This is an optimization exercise on Yosys and OpenROAD, whose aim is small area, not a production implementation.
Function was checked by simulation only, so behaviour that the tests miss may differ from the original.
Power is estimated from default activity; no workload was simulated.

==> try-indigo: inputs <==
## top
module top(
	clock, KEY,
	SW, LEDR_o,
	HEX0_o, HEX1_o, HEX2_o, HEX3_o, HEX4_o, HEX5_o
);
==> module top, before the edit <==
module top(
	clock, KEY,
	SW, LEDR_o,
	HEX0_o, HEX1_o, HEX2_o, HEX3_o, HEX4_o, HEX5_o
);
	input wire clock;
	input wire [3:0] KEY;
	input wire [9:0] SW;
	output wire [9:0] LEDR_o;
	output wire [6:0] HEX0_o, HEX1_o, HEX2_o, HEX3_o, HEX4_o, HEX5_o;
	function [6:0] dec7;
		input [3:0] g;
		reg [127:0] t;
		begin
			t = 128'h0e062146030810007802121930247940;
			dec7 = t[{g, 3'b000} +: 7];
		end
	endfunction
	function [3:0] rom;
		input [1:0] m;
		input [3:0] a;
		reg [63:0] t;
		begin
			case (m)
				2'd0: t = 64'h1111_1111_1111_1111;
				2'd3: t = 64'h2481_2821_8421_8481;
				default: t = 64'h2418_2182_8481_8241;
			endcase
			rom = t[{a, 2'b00} +: 4];
		end
	endfunction
	localparam [2:0] S_INIT = 3'b000, S_SETUP = 3'b001, S_PF = 3'b010, S_PU = 3'b011,
	                 S_NR = 3'b100, S_RES = 3'b101, S_CHK = 3'b110, S_PUE = 3'b111;
	reg [2:0] state, next_state;
	wire st_init = (state == S_INIT);
	wire st_setup = (state == S_SETUP);
	wire st_pf = (state == S_PF);
	wire st_pu = (state == S_PU) | (state == S_PUE);
	wire st_nr = (state == S_NR);
	wire st_res = (state == S_RES);
	wire r2 = st_init | st_nr;
	reg [1:0] level;
	reg [1:0] map;
	reg [3:0] target;
	reg [3:0] round;
	reg [3:0] tempo;
	reg [3:0] cnt;
	reg done;
	reg mism;
	reg [3:0] last;
	reg [3:0] k1, k2;
	reg [2:0] c8;
	reg [2:0] c5;
	reg [4:0] c25;
	reg [6:0] c83;
	wire win = (round == target);
	wire w25 = (c25 == 5'b10100);
	wire w83 = (c83 == 7'b0010100);
	wire p4is1 = ~c8[1] & c8[0];
	wire tick5 = p4is1 & c5[2];
	wire tick2 = tick5 & w25;
	wire tick1 = ~c8[2] & c8[1] & c8[0] & c5[2] & w25;
	wire tick3 = p4is1 & w83;
	always @(*) begin
		case (state)
			S_INIT: next_state = S_SETUP;
			S_SETUP: next_state = SW[0] ? S_PF : S_SETUP;
			S_PF: next_state = done ? S_PU : S_PF;
			S_PU: next_state = done ? S_CHK : ((tick1 & tempo[3]) ? S_PUE : S_PU);
			S_PUE: next_state = done ? S_CHK : S_RES;
			S_CHK: next_state = mism ? S_RES : S_NR;
			S_NR: next_state = win ? S_RES : S_PF;
			default: next_state = S_RES;
		endcase
	end
	always @(posedge clock)
		if (SW[1]) state <= S_INIT;
		else state <= next_state;
	always @(posedge clock) begin
		if (st_init) begin
			c8 <= 3'd0;
			c5 <= 3'd0;
			c25 <= 5'd0;
			c83 <= 7'd0;
		end else begin
			c8 <= c8 + 3'd1;
			c5 <= {c5[1] & c5[0], c5[1] ^ c5[0], ~c5[0] & ~c5[2]};
			if (c5[2]) c25 <= w25 ? 5'd0 : {c25[3:0], ~(c25[4] ^ c25[2])};
			c83 <= w83 ? 7'd0 : {c83[5:0], ~(c83[6] ^ c83[5])};
		end
	end
	reg speed;
	always @(*)
		case (level)
			2'd0: speed = tick5;
			2'd1: speed = tick1;
			2'd2: speed = tick2;
			default: speed = tick3;
		endcase
	always @(posedge clock) begin
		if (st_init) level <= 2'd0;
		else if (st_setup) level <= SW[9:8];
		if (st_init | st_setup) begin
			map <= SW[7:6];
			target <= SW[5:2];
		end
	end
	always @(posedge clock) begin
		k1 <= ~KEY;
		k2 <= k1;
	end
	wire [3:0] nbtn = k1 & ~k2;
	wire press = |nbtn;
	always @(posedge clock)
		if (st_init) round <= 4'd1;
		else if (st_nr & ~win) round <= round + 4'd1;
	always @(posedge clock)
		if (r2) tempo <= 4'd0;
		else if (st_pu & tick1) tempo <= tempo[3] ? 4'd0 : tempo + 4'd1;
	wire [3:0] sym = rom(map, cnt);
	wire step_f = st_pf & speed & ~done;
	wire step_u = st_pu & press & ~done;
	wire step = step_f | step_u;
	wire [3:0] cnt1 = cnt + 4'd1;
	always @(posedge clock) begin
		if (r2 | (st_pf & done)) begin
			cnt <= 4'd0;
			done <= 1'b0;
		end else if (step) begin
			cnt <= cnt1;
			done <= (cnt1 == round);
		end
		if (step) last <= st_pf ? sym : nbtn;
		if (r2) mism <= 1'b0;
		else if (step_u & (nbtn != sym)) mism <= 1'b1;
	end
	wire has = done | (cnt != 4'd0);
	assign LEDR_o[3:0] = (st_pf & has) ? last : 4'b0000;
	assign LEDR_o[4] = st_pf;
	assign LEDR_o[5] = st_pu;
	assign LEDR_o[9:6] = (st_pu & has) ? last : 4'b0000;
	assign HEX5_o = st_res ? (win ? 7'b011_1110 : 7'b111_0001) : 7'b011_1000;
	assign HEX4_o = st_res ? (win ? 7'b110_1101 : 7'b111_0001) : dec7({2'b00, level});
	assign HEX3_o = st_res ? (win ? 7'b111_1001 : 7'b110_1111) : 7'b111_1000;
	wire [6:0] d12 = dec7(st_res ? {level, round[3:2]} : tempo);
	assign HEX2_o = st_res ? (win ? 7'b101_0000 : 7'b111_0111) : d12;
	assign HEX1_o = st_res ? d12 : 7'b101_0000;
	assign HEX0_o = dec7(st_res ? {round[1:0], map} : round);
endmodule
==> flow/config.mk <==
export PLATFORM = sky130hd
export DESIGN_NAME = top
export DESIGN_NICKNAME = top
export VERILOG_FILES = /design/flow/design.v
export SDC_FILE = /design/flow/constraint.sdc
export NUM_CORES = 4
export LEC_CHECK = 0
export ABC_AREA = 1
export CAP_MARGIN = 20
export CORE_MARGIN = 2
export CORE_UTILIZATION = 40
export SLEW_MARGIN = 20
==> flow/constraint.sdc <==
create_clock -name core_clock -period 10.0 [get_ports {clock}]
set_input_delay 2.0000 -clock core_clock [delete_from_list [all_inputs] [get_ports {clock}]]
set_output_delay 2.0000 -clock core_clock [all_outputs]
set_load 0.01 [all_outputs]
standard.sh (not shown) runs the stock make flow with config.mk's settings and CLKGATE_MAP_FILE= SYNTH_SCRIPT=/design/flow/synth_recipe.tcl, a recipe that flattens the netlist after the stock synthesis.
==> flow/flow/run.sh <==
#!/bin/bash
# Layout flow: the standard flow, with two changes.
#  1. Synthesis is the standard synthesis, except that ABC maps the logic
#     with flow/abc_area.script (area-only mapping, no buffering or upsizing)
#     and the adder step (extract_fa) is skipped. Registers are mapped by the
#     same dfflibmap step as in the standard synthesis, so they keep their
#     names and cell types.
#  2. Port buffering uses sky130_fd_sc_hd__buf_1 (every port still gets
#     its own buffer).
# Each step's full output goes to a log file in this folder.
set -euo pipefail
W=$(pwd)
rm -rf "$W/synth_scripts"
cp -r "$FLOW_HOME/scripts" "$W/synth_scripts"
cp "$W/flow/abc_area.script" "$W/synth_scripts/abc_area.script"
bash "$W/standard.sh" SCRIPTS_DIR="$W/synth_scripts" ADDER_MAP_FILE= synth > "$W/synth.log" 2>&1
export BUFFER_PORTS_ARGS="-buffer_cell sky130_fd_sc_hd__buf_1"
bash "$W/standard.sh" "BUFFER_PORTS_ARGS=$BUFFER_PORTS_ARGS" finish > "$W/layout.log" 2>&1
==> flow/flow/abc_area.script <==
strash
dch
map -a
topo
dnsize -c
==> try-tundra: changes against try-indigo <==
--- a/flow/design.v
+++ b/flow/design.v
@@ -47,15 +47,16 @@
 	reg [3:0] cnt;
 	reg done;
 	reg mism;
-	reg [3:0] last;
+	reg [3:0] nlast;   
+	wire [3:0] last = ~nlast;
 	reg [3:0] k1, k2;
 	reg [2:0] c8;
 	reg [2:0] c5;
 	reg [4:0] c25;
 	reg [6:0] c83;
 	wire win = (round == target);
-	wire w25 = (c25 == 5'b10100);
-	wire w83 = (c83 == 7'b0010100);
+	wire w25 = (c25 == 5'b01011);
+	wire w83 = (c83 == 7'b1101011);
 	wire p4is1 = ~c8[1] & c8[0];
 	wire tick5 = p4is1 & c5[2];
 	wire tick2 = tick5 & w25;
@@ -80,13 +81,13 @@
 		if (st_init) begin
 			c8 <= 3'd0;
 			c5 <= 3'd0;
-			c25 <= 5'd0;
-			c83 <= 7'd0;
+			c25 <= 5'b11111;
+			c83 <= 7'b1111111;
 		end else begin
 			c8 <= c8 + 3'd1;
 			c5 <= {c5[1] & c5[0], c5[1] ^ c5[0], ~c5[0] & ~c5[2]};
-			if (c5[2]) c25 <= w25 ? 5'd0 : {c25[3:0], ~(c25[4] ^ c25[2])};
-			c83 <= w83 ? 7'd0 : {c83[5:0], ~(c83[6] ^ c83[5])};
+			if (c5[2]) c25 <= w25 ? 5'b11111 : {c25[3:0], c25[4] ^ c25[2]};
+			c83 <= w83 ? 7'b1111111 : {c83[5:0], c83[6] ^ c83[5]};
 		end
 	end
 	reg speed;
@@ -130,7 +131,7 @@
 			cnt <= cnt1;
 			done <= (cnt1 == round);
 		end
-		if (step) last <= st_pf ? sym : nbtn;
+		if (step) nlast <= ~(st_pf ? sym : nbtn);
 		if (r2) mism <= 1'b0;
 		else if (step_u & (nbtn != sym)) mism <= 1'b1;
 	end
==> flow/flow/run.sh (replaced) <==
#!/bin/bash
# Layout flow: the standard flow (standard.sh), with these changes.
#  1. Synthesis is the standard synthesis, except that ABC maps the logic
#     with flow/abc_area.script (area-oriented: deepsyn, then area mapping with mux matching,
#     no buffering or upsizing) and the adder step (extract_fa) is skipped.
#     Registers come from the same dfflibmap step as in the standard
#     synthesis, so they keep their names and cell types.
#  2. Port buffering uses sky130_fd_sc_hd__buf_1 (every port still gets
#     its own buffer).
#  3. CTS uses clkbuf_8 for the root and the tree and inserts no dummy loads.
# Each step's full output goes to a log file in this folder.
set -euo pipefail
W=$(pwd)
rm -rf "$W/synth_scripts"
cp -r "$FLOW_HOME/scripts" "$W/synth_scripts"
cp "$W/flow/abc_area.script" "$W/synth_scripts/abc_area.script"
bash "$W/standard.sh" SCRIPTS_DIR="$W/synth_scripts" ADDER_MAP_FILE= synth > "$W/synth.log" 2>&1
export BUFFER_PORTS_ARGS="-buffer_cell sky130_fd_sc_hd__buf_1"
export CTS_ARGS="-sink_clustering_enable -repair_clock_nets -dont_use_dummy_load -buf_list sky130_fd_sc_hd__clkbuf_8 -root_buf sky130_fd_sc_hd__clkbuf_8"
bash "$W/standard.sh" "CTS_ARGS=$CTS_ARGS" "BUFFER_PORTS_ARGS=$BUFFER_PORTS_ARGS" finish > "$W/layout.log" 2>&1
==> flow/flow/abc_area.script (replaced) <==
strash
&get -n
&deepsyn -T 60
&put
dch -f
amap -m
topo
dnsize -c
==> comparison table <==
quantity	try-indigo	try-tundra
Final net count	497	445
Clock power share	27.8%	22.2%
Post-layout min period	6.710 ns	5.312 ns
Maximum clock frequency	0.1490 GHz	0.1882 GHz
Sequential power share	54.9%	55.3%
Clock-pin slew of the registers on the worst-case setup and hold paths	0.10 ns	0.09 ns
Combinational fraction of design power	17.3%	22.5%
Final worst slack	3.290 ns	4.688 ns
Die X-Extent	89.52 um	87.50 um
Number of placement rows	31	30
Run status	no timing/DRC/antenna violations	no timing/DRC/antenna violations
Share of post-route cells with drive strength above 1	2.692%	1.402%
Die outline area	8013 um2	7656 um2
Area growth from synthesis to final layout	12.53%	11.17%
Final core utilization	45.88%	45.89%

## port drivers added, routing unchanged
How much do the figures lean on ideal ports? The routed layouts below were timed once more, with nothing changed but the port constraints. Step 1 sets driving cells, clkbuf_16 on the clock port and buf_2 on the other inputs (assumed; they add their load-dependent delay and slew). Step 2 adds t to the input delays and takes it off the output delays; t is the mean of the earliest and latest rising clock arrival at the registers after step 1. Input paths then give back, and output paths get back, about the clock's delay inside the block. Three values: ideal, step 1, step 2; two values: the first two.
run	t, ns	setup WS [ns]	worst setup path after step 2	latest minus earliest clock arrival (ns)	slew at the worst register clock pin (ns)
try-indigo	0.337	3.290 / 3.260 / 3.597	register to output	0.013 / 0.013	0.10 / 0.10
try-tundra	0.325	4.688 / 4.659 / 4.984	register to output	0.020 / 0.020	0.10 / 0.10
After both steps setup and hold are still met in every run listed.
